This design comes from an exercise in tuning for small area on the open sky130 flow, not from production work. At most, simulation tests tie the RTL to the original design; equivalence was not proved.

==> inputs of run a <==
==> flow/design.v (excerpt) <==
module cordic_rotation_top(
    input clk, input nreset, input enable,
    input signed [15:0] x_vec_in, input signed [15:0] y_vec_in,
    input [19:0] target_angle,
    output wire signed [15:0] x_vec_out, output wire signed [15:0] y_vec_out,
    output reg done);
    wire [0:0] t_ge4;
    wire [0:0] t_geC;
    wire [0:0] t_le4;
    wire [0:0] t_leC;
    wire [0:0] negv;
    wire [19:0] tpre;
    wire [0:0] big_pos;
    wire [0:0] big_neg;
    wire [15:0] r0;
    wire [0:0] d0;
    wire [14:0] q1_k;
    wire [14:0] q1_r;
    wire [14:0] q1s_p;
    wire [14:0] q1s_g;
    wire [0:0] q1s_g0c;
    wire [0:0] q1s_G1;
    wire [0:0] q1s_P1;
    wire [0:0] q1s_G2;
    wire [0:0] q1s_P2;
    wire [0:0] q1s_G3;
    wire [0:0] q1s_P3;
    wire [0:0] q1s_G4;
    wire [0:0] q1s_P4;
    wire [0:0] q1s_G5;
    wire [0:0] q1s_P5;
    wire [0:0] q1s_G6;
    wire [0:0] q1s_P6;
    wire [0:0] q1s_G7;
    wire [0:0] q1s_P7;
    wire [0:0] q1s_G8;
    wire [0:0] q1s_P8;
    wire [0:0] q1s_G9;
    wire [0:0] q1s_P9;
    wire [0:0] q1s_G10;
    wire [0:0] q1s_P10;
    wire [0:0] q1s_G11;
    wire [0:0] q1s_P11;
    wire [0:0] q1s_G12;
    wire [0:0] q1s_P12;
    wire [0:0] q1s_G13;
    wire [0:0] q1s_P13;
    wire [0:0] q1s_G14;
    wire [0:0] q1s_P14;
    wire [0:0] q1s_G15;
    wire [0:0] q1s_P15;
    wire [0:0] q1s_G16;
    wire [0:0] q1s_P16;
    wire [0:0] q1s_G17;
    wire [0:0] q1s_P17;
    wire [0:0] q1s_G18;
    wire [0:0] q1s_P18;
    wire [0:0] q1s_G19;
  ...
export LEC_CHECK = 0
export ABC_AREA = 1
export CAP_MARGIN = 20
export CORE_MARGIN = 2
export CORE_UTILIZATION = 55
export CTS_CLUSTER_DIAMETER = 100
export CTS_CLUSTER_SIZE = 30
export GPL_TIMING_DRIVEN = 0
export PLACE_DENSITY = 0.75
export SLEW_MARGIN = 20
create_clock -name core_clock -period 6.0 [get_ports {clk}]
run.sh (not shown) runs the stock make flow with config.mk's settings and CLKGATE_MAP_FILE= SYNTH_SCRIPT=/design/flow/synth_recipe.tcl, a recipe that flattens the netlist after the stock synthesis.
==> run b (differences from run a) <==
--- a/flow/config.mk
+++ b/flow/config.mk
@@ -10,7 +10,7 @@
 export CORE_MARGIN = 2
-export CORE_UTILIZATION = 55
+export CORE_UTILIZATION = 40
 export CTS_CLUSTER_DIAMETER = 100
-export CTS_CLUSTER_SIZE = 30
+export CTS_CLUSTER_SIZE = 34
 export GPL_TIMING_DRIVEN = 0
-export PLACE_DENSITY = 0.75
+export PLACE_DENSITY = 0.6
 export SLEW_MARGIN = 20
==> notes <==
- Between run b and run a, the lower cell count is in run a (gap about 6%, measured against run a).
- Flip-flop and latch count is the same in run b and run a.
- Of run b and run a, run a has the higher maximum frequency (gap about 1.8%, measured against run a).
- Between run a and run b, the lower die area is in run a (gap 27%, measured against run b).
- Of run b and run a, run a has the higher sequential share of layout area (gap 0.41 points).
- Clock skew: run b is higher than run a (0.0060 ns).
==> figures <==
|  | run a | run b |
|---|---|---|
| Status | finished clean | finished clean |
| Multi-input gate area in the final layout | 21,400 sq um | 21,400 sq um |
| Count of buffers not belonging to the clock network in the layout | 142 | 149 |
| WS Path Type | reg2reg | in2reg |
| Full die area | 57,900 sq um | 79,200 sq um |
| Total number of vias | 23,305 | 22,975 |
| Count of instances resized after the clock tree is built | 48 | 59 |
| Die Wd | 241 um | 281 um |
| CTS Buf Count | 18 | 24 |
| Worst clock skew on the final layout | 0.0189 ns | 0.0250 ns |
| Final Worst Setup Slack | 0.328 ns | 0.224 ns |
| Vias in the first global route | 22,515 | 22,431 |
| Endpoint required time on the critical path | 6.44 ns | 6.45 ns |
| Sequential share of cell area | 21.8% | 21.4% |

---

==> fjord <==
cordic_rotation_top, a different RTL version from the one above (not shown whole).
clock: 6.0 ns
lec_check: 0
abc_area: 1
cap_margin: 20
core_margin: 2
core_utilization: 40
place_density: 0.6
slew_margin: 20
==> inputs of cedar, as changes to fjord <==
--- a/flow/config.mk
+++ b/flow/config.mk
@@ -10,4 +10,6 @@
 export CORE_MARGIN = 2
 export CORE_UTILIZATION = 40
+export CTS_CLUSTER_DIAMETER = 100
+export CTS_CLUSTER_SIZE = 34
 export PLACE_DENSITY = 0.6
 export SLEW_MARGIN = 20
==> inputs of onyx, as changes to fjord <==
--- a/flow/config.mk
+++ b/flow/config.mk
@@ -10,4 +10,6 @@
 export CORE_MARGIN = 2
 export CORE_UTILIZATION = 40
+export CTS_CLUSTER_DIAMETER = 80
+export CTS_CLUSTER_SIZE = 28
 export PLACE_DENSITY = 0.6
 export SLEW_MARGIN = 20
==> summary.txt <==
reg2reg setup slack 370 ps; vias in the first global route 23,100; met2 Use GR 28.1%; hold_ws 325 ps; run status timing/DRC/antenna clean; Fillers 7,603; WL final 60,300 um
the above is filed under fjord

==> summary.txt <==
reg2reg setup slack 400 ps; WL final 59,800 um; Fillers 7,660; fin worst setup slack 396 ps; run status timing/DRC/antenna clean; Biggest Area Class multi-input combinational cells; Worst Setup SP dd14_p8; HPWL after detailed placement 50,600 um; GRT met3 Usage 1.55%; Core Region 77,500 um2; met2 Use GR 28.1%; hold_ws 328 ps; final net count 4,592
the above is filed under onyx

==> summary.txt <==
run status timing/DRC/antenna clean; met2 Use GR 27.9%; vias in the first global route 22,900; Post-synth EDFFs 0; Async SR Flop Fraction 0%; Fillers 7,684; Area after DPL 33,900 um2; WP data required 6470 ps; Tap Cells 1,040
the above is filed under cedar


---

==> inputs of 08-06 <==
Another version of the RTL of cordic_rotation_top (not shown whole).
make LEC_CHECK=0 ABC_AREA=1 CAP_MARGIN=20 CORE_MARGIN=2 CORE_UTILIZATION=40 CTS_CLUSTER_DIAMETER=100 CTS_CLUSTER_SIZE=34 GPL_TIMING_DRIVEN=0 PLACE_DENSITY=0.6 SLEW_MARGIN=20 finish   # period 6.0 ns
==> 12-17 (differences from 08-06) <==
--- a/flow/config.mk
+++ b/flow/config.mk
@@ -9,4 +9,6 @@
 export CAP_MARGIN = 20
+export CELL_PAD_IN_SITES_DETAIL_PLACEMENT = 0
+export CELL_PAD_IN_SITES_GLOBAL_PLACEMENT = 0
 export CORE_MARGIN = 2
-export CORE_UTILIZATION = 40
+export CORE_UTILIZATION = 50
 export CTS_CLUSTER_DIAMETER = 100
@@ -14,3 +16,3 @@
 export GPL_TIMING_DRIVEN = 0
-export PLACE_DENSITY = 0.6
+export PLACE_DENSITY = 0.7
 export SLEW_MARGIN = 20
==> 04-03 (differences from 08-06) <==
==> flow/flow/run.sh (new file) <==
#!/bin/bash
# Own layout flow: the standard ORFS flow, with one change in synthesis: the ABC
# technology-mapping script (flow/abc_area.script) maps the combinational logic for area
# instead of ORFS's default script. Everything else (registers, flattening, renaming,
# floorplan, placement, CTS, routing) is the standard flow via standard.sh.
set -euo pipefail
W="$(pwd)"
# synthesis script: synth_recipe.tcl with the abc command redirected to our mapping script
{
  head -n 1 synth_recipe.tcl
  cat <<TCL
proc abc {args} {
  set i [lsearch -exact \$args -script]
  if {\$i >= 0} { lset args [expr {\$i+1}] {$W/flow/abc_area.script} }
  yosys abc {*}\$args
}
TCL
  tail -n +2 synth_recipe.tcl
} > "$W/own_synth.tcl"
bash standard.sh SYNTH_SCRIPT="$W/own_synth.tcl" finish > "$W/flow_make.log" 2>&1
==> flow/flow/abc_area.script (new file) <==
strash
dch
amap
topo
stime -c
buffer -c
upsize -c
dnsize -c
==> flow/standard.sh (new file) <==
#!/bin/bash
# synth_recipe.tcl (not shown) runs the flow's synth.tcl, then flattens the netlist and writes it again
# the make line also repeats each setting of config.mk as NAME=value (left out here)
make -C /OpenROAD-flow-scripts/flow DESIGN_CONFIG=/design/flow/config.mk WORK_HOME=/design/flow/orfs CLKGATE_MAP_FILE= SYNTH_SCRIPT=/design/flow/synth_recipe.tcl "${@:-finish}"
removed: flow/run.sh
==> 05-15 (differences from 08-06) <==
--- a/flow/config.mk
+++ b/flow/config.mk
@@ -10,3 +10,3 @@
 export CORE_MARGIN = 2
-export CORE_UTILIZATION = 40
+export CORE_UTILIZATION = 55
 export CTS_CLUSTER_DIAMETER = 100
@@ -14,3 +14,3 @@
 export GPL_TIMING_DRIVEN = 0
-export PLACE_DENSITY = 0.6
+export PLACE_DENSITY = 0.75
 export SLEW_MARGIN = 20
==> results.cfg <==
[outcome]
status = complete, but fails checks
violations = negative setup slack

[synth]
synth_compound_area_share_pct = 25.0

[timing]
setup_slack_ps = -935
finalSetupViolCount = 18
(the above is from 04-03)
==> results.cfg <==
[outcome]
status = complete, no violations

[finish]
buf_share_pct = 3.92

[timing]
finalSetupViolCount = 0
setup_slack_ps = 237
slew_headroom_pct = 46.1

[critical_path]
cpLargestDelayFamily = compound AO/OA/AOI/OAI gates
(the above is from 05-15)
==> results.cfg <==
[outcome]
status = complete, no violations

[timing]
setup_slack_ps = 341

[global_route]
grt_pass1_wl_microns = 103000

[synth]
synth_compound_area_share_pct = 8.43
(the above is from 08-06)
==> results.cfg <==
[timing]
setup_slack_ps = 335
finalSetupViolCount = 0

[floorplanning]
core-area_sq_um = 61700

[outcome]
status = complete, no violations

[critical_path]
reg2reg_from = dd14_p8$_DFF_P_

[synth]
synth_compound_area_share_pct = 8.43
synth_top_area_cell = dfxtp_1
(the above is from 12-17)

---

==> inputs of job 8773 <==
Another version of the RTL of cordic_rotation_top (not shown whole).
// cordic_rotation_top
module cordic_rotation_top(
    input clk, input nreset, input enable,
    input signed [15:0] x_vec_in, input signed [15:0] y_vec_in,
    input [19:0] target_angle,
    output wire signed [15:0] x_vec_out, output wire signed [15:0] y_vec_out,
    output reg done);
    wire [0:0] t_ge4;
    wire [0:0] t_geC;
    wire [0:0] t_le4;
    wire [0:0] t_leC;
    wire [0:0] negv;
    wire [19:0] tpre;
    wire [0:0] big_pos;
    wire [0:0] big_neg;
    wire [15:0] r0;
    wire [0:0] d0;
    wire [14:0] q1_k;
    wire [14:0] q1_r;
    wire [14:0] q1s_p;
    wire [14:0] q1s_g;
    wire [0:0] q1s_g0c;
    wire [0:0] q1s_G1;
    wire [0:0] q1s_P1;
    wire [0:0] q1s_G2;
    wire [0:0] q1s_P2;
    wire [0:0] q1s_G3;
    wire [0:0] q1s_P3;
    wire [0:0] q1s_G4;
    wire [0:0] q1s_P4;
    wire [0:0] q1s_G5;
    wire [0:0] q1s_P5;
    wire [0:0] q1s_G6;
    wire [0:0] q1s_P6;
    wire [0:0] q1s_G7;
    wire [0:0] q1s_P7;
    wire [0:0] q1s_G8;
    wire [0:0] q1s_P8;
    wire [0:0] q1s_G9;
    wire [0:0] q1s_P9;
    wire [0:0] q1s_G10;
    wire [0:0] q1s_P10;
    wire [0:0] q1s_G11;
    wire [0:0] q1s_P11;
    wire [0:0] q1s_G12;
    wire [0:0] q1s_P12;
    wire [0:0] q1s_G13;
    wire [0:0] q1s_P13;
    wire [0:0] q1s_G14;
    wire [0:0] q1s_P14;
    wire [0:0] q1s_G15;
    wire [0:0] q1s_P15;
    wire [0:0] q1s_G16;
    wire [0:0] q1s_P16;
    wire [0:0] q1s_G17;
    wire [0:0] q1s_P17;
    wire [0:0] q1s_G18;
    wire [0:0] q1s_P18;
    wire [0:0] q1s_G19;
    wire [0:0] q1s_P19;
    wire [0:0] q1s_G20;
    wire [0:0] q1s_P20;
    wire [0:0] q1s_G21;
    wire [0:0] q1s_P21;
    wire [0:0] q1s_G22;
    wire [0:0] q1s_P22;
    wire [0:0] q1s_G23;
    wire [0:0] q1s_P23;
    wire [0:0] q1s_G24;
    wire [0:0] q1s_P24;
    wire [0:0] q1s_G25;
    wire [0:0] q1s_P25;
    wire [0:0] q1s_G26;
    wire [0:0] q1s_P26;
    wire [0:0] q1s_G27;
    wire [0:0] q1s_P27;
    wire [0:0] q1s_G28;
    wire [0:0] q1s_P28;
    wire [14:0] q1s;
    wire [14:0] q1;
    wire [0:0] dd0;
    wire [0:0] dd1;
    wire [13:0] q2_k;
  ...
==> flow/config.mk <==
export PLATFORM = sky130hd
export DESIGN_NAME = cordic_rotation_top
export DESIGN_NICKNAME = cordic_rotation_top
export VERILOG_FILES = /design/flow/design.v
export SDC_FILE = /design/flow/constraint.sdc
export NUM_CORES = 4
export LEC_CHECK = 0
export ABC_AREA = 1
export CAP_MARGIN = 20
export CORE_MARGIN = 2
export CORE_UTILIZATION = 40
export CTS_CLUSTER_DIAMETER = 100
export CTS_CLUSTER_SIZE = 34
export GPL_TIMING_DRIVEN = 0
export PLACE_DENSITY = 0.6
export SLEW_MARGIN = 20
==> flow/constraint.sdc <==
create_clock -name core_clock -period 6.0 [get_ports {clk}]
set_input_delay 1.2000 -clock core_clock [delete_from_list [all_inputs] [get_ports {clk}]]
set_output_delay 1.2000 -clock core_clock [all_outputs]
set_load 0.01 [all_outputs]
Stock flow here: none of the scripts above is used.
==> job 6278: changes against job 8773 <==
--- a/flow/design.v
+++ b/flow/design.v
@@ -1594,21 +1594,53 @@
     wire [15:0] y11;
     reg [0:0] dd11_p6;
     wire [4:0] x12_op;
     wire [5:0] x12_la;
     wire [5:0] x12_lb;
-    wire [6:0] x12_lo_c;
+    wire [5:0] x12_lo_p;
+    wire [5:0] x12_lo_g;
+    wire [0:0] x12_lo_g0c;
+    wire [0:0] x12_lo_G1;
+    wire [0:0] x12_lo_P1;
+    wire [0:0] x12_lo_G2;
+    wire [0:0] x12_lo_P2;
+    wire [0:0] x12_lo_G3;
+    wire [0:0] x12_lo_P3;
+    wire [0:0] x12_lo_G4;
+    wire [0:0] x12_lo_P4;
+    wire [0:0] x12_lo_G5;
+    wire [0:0] x12_lo_P5;
+    wire [0:0] x12_lo_G6;
+    wire [0:0] x12_lo_P6;
+    wire [0:0] x12_lo_G7;
+    wire [0:0] x12_lo_P7;
     wire [5:0] x12_lo;
     wire [10:0] x12_hi;
     wire [11:0] x12_ao;
     wire [11:0] x12_oo;
     wire [10:0] x12_hc;
     wire [15:0] x12;
     wire [4:0] y12_op;
     wire [5:0] y12_la;
     wire [5:0] y12_lb;
-    wire [6:0] y12_lo_c;
+    wire [5:0] y12_lo_p;
+    wire [5:0] y12_lo_g;
+    wire [0:0] y12_lo_g0c;
+    wire [0:0] y12_lo_G1;
+    wire [0:0] y12_lo_P1;
+    wire [0:0] y12_lo_G2;
+    wire [0:0] y12_lo_P2;
+    wire [0:0] y12_lo_G3;
+    wire [0:0] y12_lo_P3;
+    wire [0:0] y12_lo_G4;
+    wire [0:0] y12_lo_P4;
+    wire [0:0] y12_lo_G5;
+    wire [0:0] y12_lo_P5;
+    wire [0:0] y12_lo_G6;
+    wire [0:0] y12_lo_P6;
+    wire [0:0] y12_lo_G7;
+    wire [0:0] y12_lo_P7;
     wire [5:0] y12_lo;
     wire [10:0] y12_hi;
     wire [11:0] y12_ao;
     wire [11:0] y12_oo;
     wire [10:0] y12_hc;
@@ -4322,16 +4354,33 @@
     assign y11_hi = y10_p6[15:6] ^ {10{y11_op[5]}} ^ y11_hc;
     assign y11 = {y11_hi,y11_lo[5:0]};
     assign x12_op = y11[15:11] ^ {5{~dd11_p6}};
     assign x12_la = {1'b0,x11[4:0]};
     assign x12_lb = {1'b0,x12_op};
-    assign x12_lo_c[0] = ~dd11_p6;
-    genvar x12_lo_i;
-    for (x12_lo_i=0;x12_lo_i<6;x12_lo_i=x12_lo_i+1) begin : x12_lo_g
-        assign x12_lo[x12_lo_i] = x12_la[x12_lo_i] ^ x12_lb[x12_lo_i] ^ x12_lo_c[x12_lo_i];
-        assign x12_lo_c[x12_lo_i+1] = (x12_la[x12_lo_i] & x12_lb[x12_lo_i]) | (x12_la[x12_lo_i] & x12_lo_c[x12_lo_i]) | (x12_lb[x12_lo_i] & x12_lo_c[x12_lo_i]);
-    end
+    assign x12_lo_p = x12_la ^ x12_lb;
+    assign x12_lo_g = x12_la & x12_lb;
+    assign x12_lo_g0c = x12_lo_g[0] | (x12_lo_p[0] & ~dd11_p6);
+    assign x12_lo_G1 = x12_lo_g[1] | (x12_lo_p[1] & x12_lo_g0c);
+    assign x12_lo_P1 = x12_lo_p[1] & x12_lo_p[0];
+    assign x12_lo_G2 = x12_lo_g[3] | (x12_lo_p[3] & x12_lo_g[2]);
+    assign x12_lo_P2 = x12_lo_p[3] & x12_lo_p[2];
+    assign x12_lo_G3 = x12_lo_g[5] | (x12_lo_p[5] & x12_lo_g[4]);
+    assign x12_lo_P3 = x12_lo_p[5] & x12_lo_p[4];
+    assign x12_lo_G4 = x12_lo_g[2] | (x12_lo_p[2] & x12_lo_G1);
+    assign x12_lo_P4 = x12_lo_p[2] & x12_lo_P1;
+    assign x12_lo_G5 = x12_lo_G2 | (x12_lo_P2 & x12_lo_G1);
+    assign x12_lo_P5 = x12_lo_P2 & x12_lo_P1;
+    assign x12_lo_G6 = x12_lo_g[4] | (x12_lo_p[4] & x12_lo_G5);
+    assign x12_lo_P6 = x12_lo_p[4] & x12_lo_P5;
+    assign x12_lo_G7 = x12_lo_G3 | (x12_lo_P3 & x12_lo_G5);
+    assign x12_lo_P7 = x12_lo_P3 & x12_lo_P5;
+    assign x12_lo[0] = x12_lo_p[0] ^ ~dd11_p6;
+    assign x12_lo[1] = x12_lo_p[1] ^ x12_lo_g0c;
+    assign x12_lo[2] = x12_lo_p[2] ^ x12_lo_G1;
+    assign x12_lo[3] = x12_lo_p[3] ^ x12_lo_G4;
+    assign x12_lo[4] = x12_lo_p[4] ^ x12_lo_G5;
+    assign x12_lo[5] = x12_lo_p[5] ^ x12_lo_G6;
     assign x12_ao[0] = 1'b1;
     assign x12_oo[0] = 1'b0;
     assign x12_ao[1] = x12_ao[0] & x11[5];
     assign x12_oo[1] = x12_oo[0] | x11[5];
     assign x12_ao[2] = x12_ao[1] & x11[6];
@@ -4368,16 +4417,33 @@
     assign x12_hi = x11[15:5] ^ {11{x12_op[4]}} ^ x12_hc;
     assign x12 = {x12_hi,x12_lo[4:0]};
     assign y12_op = x11[15:11] ^ {5{dd11_p6}};
     assign y12_la = {1'b0,y11[4:0]};
     assign y12_lb = {1'b0,y12_op};
-    assign y12_lo_c[0] = dd11_p6;
-    genvar y12_lo_i;
-    for (y12_lo_i=0;y12_lo_i<6;y12_lo_i=y12_lo_i+1) begin : y12_lo_g
-        assign y12_lo[y12_lo_i] = y12_la[y12_lo_i] ^ y12_lb[y12_lo_i] ^ y12_lo_c[y12_lo_i];
-        assign y12_lo_c[y12_lo_i+1] = (y12_la[y12_lo_i] & y12_lb[y12_lo_i]) | (y12_la[y12_lo_i] & y12_lo_c[y12_lo_i]) | (y12_lb[y12_lo_i] & y12_lo_c[y12_lo_i]);
-    end
+    assign y12_lo_p = y12_la ^ y12_lb;
+    assign y12_lo_g = y12_la & y12_lb;
+    assign y12_lo_g0c = y12_lo_g[0] | (y12_lo_p[0] & dd11_p6);
+    assign y12_lo_G1 = y12_lo_g[1] | (y12_lo_p[1] & y12_lo_g0c);
+    assign y12_lo_P1 = y12_lo_p[1] & y12_lo_p[0];
+    assign y12_lo_G2 = y12_lo_g[3] | (y12_lo_p[3] & y12_lo_g[2]);
+    assign y12_lo_P2 = y12_lo_p[3] & y12_lo_p[2];
+    assign y12_lo_G3 = y12_lo_g[5] | (y12_lo_p[5] & y12_lo_g[4]);
+    assign y12_lo_P3 = y12_lo_p[5] & y12_lo_p[4];
+    assign y12_lo_G4 = y12_lo_g[2] | (y12_lo_p[2] & y12_lo_G1);
+    assign y12_lo_P4 = y12_lo_p[2] & y12_lo_P1;
+    assign y12_lo_G5 = y12_lo_G2 | (y12_lo_P2 & y12_lo_G1);
+    assign y12_lo_P5 = y12_lo_P2 & y12_lo_P1;
+    assign y12_lo_G6 = y12_lo_g[4] | (y12_lo_p[4] & y12_lo_G5);
+    assign y12_lo_P6 = y12_lo_p[4] & y12_lo_P5;
+    assign y12_lo_G7 = y12_lo_G3 | (y12_lo_P3 & y12_lo_G5);
+    assign y12_lo_P7 = y12_lo_P3 & y12_lo_P5;
+    assign y12_lo[0] = y12_lo_p[0] ^ dd11_p6;
+    assign y12_lo[1] = y12_lo_p[1] ^ y12_lo_g0c;
+    assign y12_lo[2] = y12_lo_p[2] ^ y12_lo_G1;
+    assign y12_lo[3] = y12_lo_p[3] ^ y12_lo_G4;
+    assign y12_lo[4] = y12_lo_p[4] ^ y12_lo_G5;
+    assign y12_lo[5] = y12_lo_p[5] ^ y12_lo_G6;
     assign y12_ao[0] = 1'b1;
     assign y12_oo[0] = 1'b0;
     assign y12_ao[1] = y12_ao[0] & y11[5];
     assign y12_oo[1] = y12_oo[0] | y11[5];
     assign y12_ao[2] = y12_ao[1] & y11[6];
--- a/flow/config.mk
+++ b/flow/config.mk
@@ -9,8 +9,7 @@
 export CAP_MARGIN = 20
 export CORE_MARGIN = 2
 export CORE_UTILIZATION = 40
 export CTS_CLUSTER_DIAMETER = 100
 export CTS_CLUSTER_SIZE = 34
-export GPL_TIMING_DRIVEN = 0
 export PLACE_DENSITY = 0.6
 export SLEW_MARGIN = 20
==> qor summary <==
| item | job 8773 | job 6278 |
|---|---|---|
| Run status | timing/DRC/antenna clean | timing/DRC/antenna clean |
| Share of the synthesized area in compound gates (AO/OA/AOI/OAI) | 7.896% | 8.433% |
| Max-slew headroom at the worst pin | 48.22% | 55.93% |
| Global-route track usage on met1 | 18.35% | 19.31% |
| Area share of fa/ha/maj cells after synthesis | 23.40% | 23.34% |
| DP Wirelength | 49150 um | 50440 um |
| Total clock buffers created by CTS | 21 | 23 |
| Required time reported for the critical path endpoint | 6.49 ns | 6.46 ns |
| Final critical-path setup slack | 0.2740 ns | 0.4298 ns |
| Area of placed instances | 33230 um2 | 34110 um2 |
| Initial standard-cell utilization of the core | 40.24% | 40.32% |
| Number of fill cells | 7581 | 7679 |
| Total of plain and repair buffers excluding clock buffers | 188 | 219 |
| Reg-to-reg slack, setup | 0.27 ns | 0.43 ns |
| Mean Syn Cell Area | 8.023 um2 | 8.075 um2 |
| Transition time at the pin with the least slew margin | 0.7740 ns | 0.6588 ns |
| Drt wl/cell | 11.73 um | 11.70 um |
| Number of placed cells counting well taps | 4998 | 5067 |
| Syn nets | 4422 | 4413 |
| First-pass GRT wire length | 102400 um | 105000 um |
Only the layout flow was run in job 8773; the RTL was not checked for function there.

-- separate check: timing with driven ports --
Ports are ideal in the flow. The routed layouts listed here were re-timed in OpenROAD.
Step 1: set_driving_cell puts a clkbuf_16 on clk and a buf_2 on each other input, an assumption about the parent block.
Step 2 times the ports against the registers' clock, not the clock port: input delays grow and output delays shrink by t, the midpoint of the rising clock arrivals with the driver on.
Slacks: ideal / step 1 / step 2; pairs: ideal / step 1.
| run | t, ns | setup slack, ns | worst register clock-pin slew, ns |
|---|---|---|---|
| run a | 0.604 | 0.328 / 0.328 / -0.209 | 0.12 / 0.12 |
| run b | 0.635 | 0.224 / 0.249 / -0.387 | 0.10 / 0.10 |
| fjord | 0.623 | 0.366 / 0.366 / 0.191 | 0.06 / 0.06 |
| cedar | 0.637 | 0.416 / 0.416 / 0.211 | 0.11 / 0.11 |
| onyx | 0.666 | 0.396 / 0.396 / 0.188 | 0.09 / 0.09 |
| 08-06 | 0.635 | 0.341 / 0.341 / -0.215 | 0.10 / 0.10 |
| 12-17 | 0.617 | 0.335 / 0.335 / -0.238 | 0.11 / 0.11 |
| 04-03 | 0.625 | -0.935 / -0.934 / -1.559 | 0.12 / 0.12 |
| 05-15 | 0.610 | 0.237 / 0.237 / -0.229 | 0.12 / 0.12 |
| job 8773 | 0.623 | 0.274 / 0.274 / -0.238 | 0.12 / 0.12 |
| job 6278 | 0.627 | 0.430 / 0.430 / 0.045 | 0.12 / 0.12 |
With both steps, setup timing fails in 6 of these runs, where it was met with ideal ports. The setup slack of 04-03, which loses most, moves by +0.001 ns with the drivers and by -0.624 ns with both steps.
